What follows belongs to an exercise in optimizing a design on an open flow for small area, a short achievable clock period and few clock cycles per item; a production flow would make more cautious choices. Only simulation tests tie the RTL to the original design; equivalence was not proved.

==> inputs of job 5734 <==
// cordic_sin_cos
module cordic_sin_cos(
    input       wire        clk,
    input       wire        rst_n,
    input       wire        clk_vld,
    input       wire        soft_rst,
    input       wire        trig,
    output      reg         vld,
    input       wire  [9:0] a,
    output      reg  signed [12:0]  cosa3_latch,
    output      reg  signed [12:0]  sina3_latch
);
==> flow/config.mk <==
export PLATFORM = sky130hd
export DESIGN_NAME = cordic_sin_cos
export DESIGN_NICKNAME = cordic_sin_cos
export VERILOG_FILES = /design/flow/design.v
export SDC_FILE = /design/flow/constraint.sdc
export NUM_CORES = 4
export LEC_CHECK = 0
export ABC_AREA = 1
export CAP_MARGIN = 20
export CORE_MARGIN = 2
export CORE_UTILIZATION = 40
export SLEW_MARGIN = 20
export SYNTH_MEMORY_MAX_BITS = 65536
==> flow/constraint.sdc <==
create_clock -name core_clock -period 5.5 [get_ports {clk}]
set_input_delay 1.1000 -clock core_clock [delete_from_list [all_inputs] [get_ports {clk}]]
set_output_delay 1.1000 -clock core_clock [all_outputs]
set_load 0.01 [all_outputs]
standard.sh (not shown) runs the stock make flow with config.mk's settings and CLKGATE_MAP_FILE= SYNTH_SCRIPT=/design/flow/synth_recipe.tcl, a recipe that flattens the netlist after the stock synthesis.
==> flow/flow/run.sh <==
#!/bin/bash
# The standard layout, except for synthesis: the same synthesis script,
# but ABC maps the logic with flow/abc.script, and half/full adders are not
# extracted into adder cells (ADDER_MAP_FILE empty).
set -euo pipefail
W=$(pwd)
rm -rf "$W/scripts_own"
cp -r "$FLOW_HOME/scripts" "$W/scripts_own"
cp "$W/flow/abc.script" "$W/scripts_own/abc_area.script"
sed "s#CLKGATE_MAP_FILE= #CLKGATE_MAP_FILE= SCRIPTS_DIR=$W/scripts_own ADDER_MAP_FILE= #" standard.sh > synth_own.sh
grep -q "SCRIPTS_DIR=$W/scripts_own" synth_own.sh
bash synth_own.sh synth > "$W/synth.log" 2>&1
bash standard.sh > "$W/layout.log" 2>&1
==> flow/flow/abc.script <==
strash
dch
map -B 0.9
topo
stime -c
buffer -c
upsize -c
dnsize -c
==> job 3205 (differences from job 5734) <==
==> flow/run.sh (new file) <==
#!/bin/bash
# synth_recipe.tcl (not shown) runs the flow's synth.tcl, then flattens the netlist and writes it again
# the make line also repeats each setting of config.mk as NAME=value (left out here)
make -C /OpenROAD-flow-scripts/flow DESIGN_CONFIG=/design/flow/config.mk WORK_HOME=/design/flow/orfs CLKGATE_MAP_FILE= SYNTH_SCRIPT=/design/flow/synth_recipe.tcl finish
CORE_UTILIZATION = 50   (was 40)
SETUP_SLACK_MARGIN = 2.0   (was default)
removed: flow/flow/run.sh
removed: flow/flow/abc.script
removed: flow/standard.sh
==> job 7791 (differences from job 5734) <==
==> flow/run.sh (new file) <==
#!/bin/bash
# synth_recipe.tcl (not shown) runs the flow's synth.tcl, then flattens the netlist and writes it again
# the make line also repeats each setting of config.mk as NAME=value (left out here)
make -C /OpenROAD-flow-scripts/flow DESIGN_CONFIG=/design/flow/config.mk WORK_HOME=/design/flow/orfs CLKGATE_MAP_FILE= SYNTH_SCRIPT=/design/flow/synth_recipe.tcl finish
removed: flow/flow/run.sh
removed: flow/flow/abc.script
removed: flow/standard.sh
==> job 9892 (differences from job 5734) <==
==> flow/run.sh (new file) <==
#!/bin/bash
# synth_recipe.tcl (not shown) runs the flow's synth.tcl, then flattens the netlist and writes it again
# the make line also repeats each setting of config.mk as NAME=value (left out here)
make -C /OpenROAD-flow-scripts/flow DESIGN_CONFIG=/design/flow/config.mk WORK_HOME=/design/flow/orfs CLKGATE_MAP_FILE= SYNTH_SCRIPT=/design/flow/synth_recipe.tcl finish
CORE_UTILIZATION = 50   (was 40)
removed: flow/flow/run.sh
removed: flow/flow/abc.script
removed: flow/standard.sh
==> out/metrics.yaml <==
fin_crit_ns: 5.16
cp-startpoint: "lo[1]"
dieArea_sq_um: 13400
outcome: "timing/DRC/antenna clean"
syn-mean-instance-area_sq_um: 4.83
place_congestion: 1.10
[end of results for job 5734]
==> out/metrics.yaml <==
syn-mean-instance-area_sq_um: 4.85
cp-startpoint: "lo[0]"
finalSetupViolations: 0
outcome: "timing/DRC/antenna clean"
dieArea_sq_um: 14500
place_congestion: 1.15
fin_crit_ns: 5.31
[end of results for job 7791]
==> out/metrics.yaml <==
outcome: "timing/DRC/antenna clean"
fin_skew_ns: 0
buffer_area_share_pct: 16.9
fin_crit_ns: 4.08
place_congestion: 1.17
dieArea_sq_um: 11700
syn-mean-instance-area_sq_um: 4.85
end_kind: "output pin"
utilization_pct: 72.6
[end of results for job 3205]
==> out/metrics.yaml <==
fillers: 1154
fin_crit_ns: 5.13
dieArea_sq_um: 11700
syn-mean-instance-area_sq_um: 4.85
numCtsBuffers: 3
routed_wl_um: 28200
outcome: "timing/DRC/antenna clean"
fin_nets: 1174
place_congestion: 1.14
cp-startpoint: "lo[0]"
[end of results for job 9892]
Testbench counts of job 5734, summed over its fixed seeds: cycles 3,200, items 3,200.
Testbench counts of job 3205, summed over its fixed seeds: cycles 3,200, items 3,200.
Testbench counts of job 7791, summed over its fixed seeds: cycles 3,200, items 3,200.
Testbench counts of job 9892, summed over its fixed seeds: cycles 3,200, items 3,200.

-- static timing again, ports no longer ideal --
The flow's constraints put no driver on any port. The routed layouts listed below were extracted and timed again, unchanged, in two steps.
Step 1 sets driving cells, clkbuf_16 on the clock port and buf_2 on the other inputs (assumed; they add their load-dependent delay and slew).
Step 2 adds t to the input delays and takes it off the output delays; t is the mean of the earliest and latest rising clock arrival at the registers after step 1. Input paths then give back, and output paths get back, about the clock's delay inside the block.
Three values: ideal ports, drivers, drivers and shift; two values: the first two.
run | t (ns) | setup slack, ns | hold WS [ns] | clock arrival spread, ns | slew at the worst register clock pin (ns)
job 5734 | 0.265 | 0.340 / 0.313 / 0.578 | 0.489 / 0.489 / 0.489 | 0.002 / 0.003 | 0.04 / 0.04
job 3205 | 0.267 | 1.422 / 1.398 / 1.665 | 0.489 / 0.489 / 0.489 | 0.002 / 0.002 | 0.05 / 0.05
job 7791 | 0.260 | 0.190 / 0.165 / 0.425 | 0.510 / 0.510 / 0.510 | 0.002 / 0.003 | 0.04 / 0.04
job 9892 | 0.273 | 0.366 / 0.343 / 0.616 | 0.493 / 0.493 / 0.493 | 0.002 / 0.002 | 0.05 / 0.05
After both steps setup and hold are still met in every run listed.
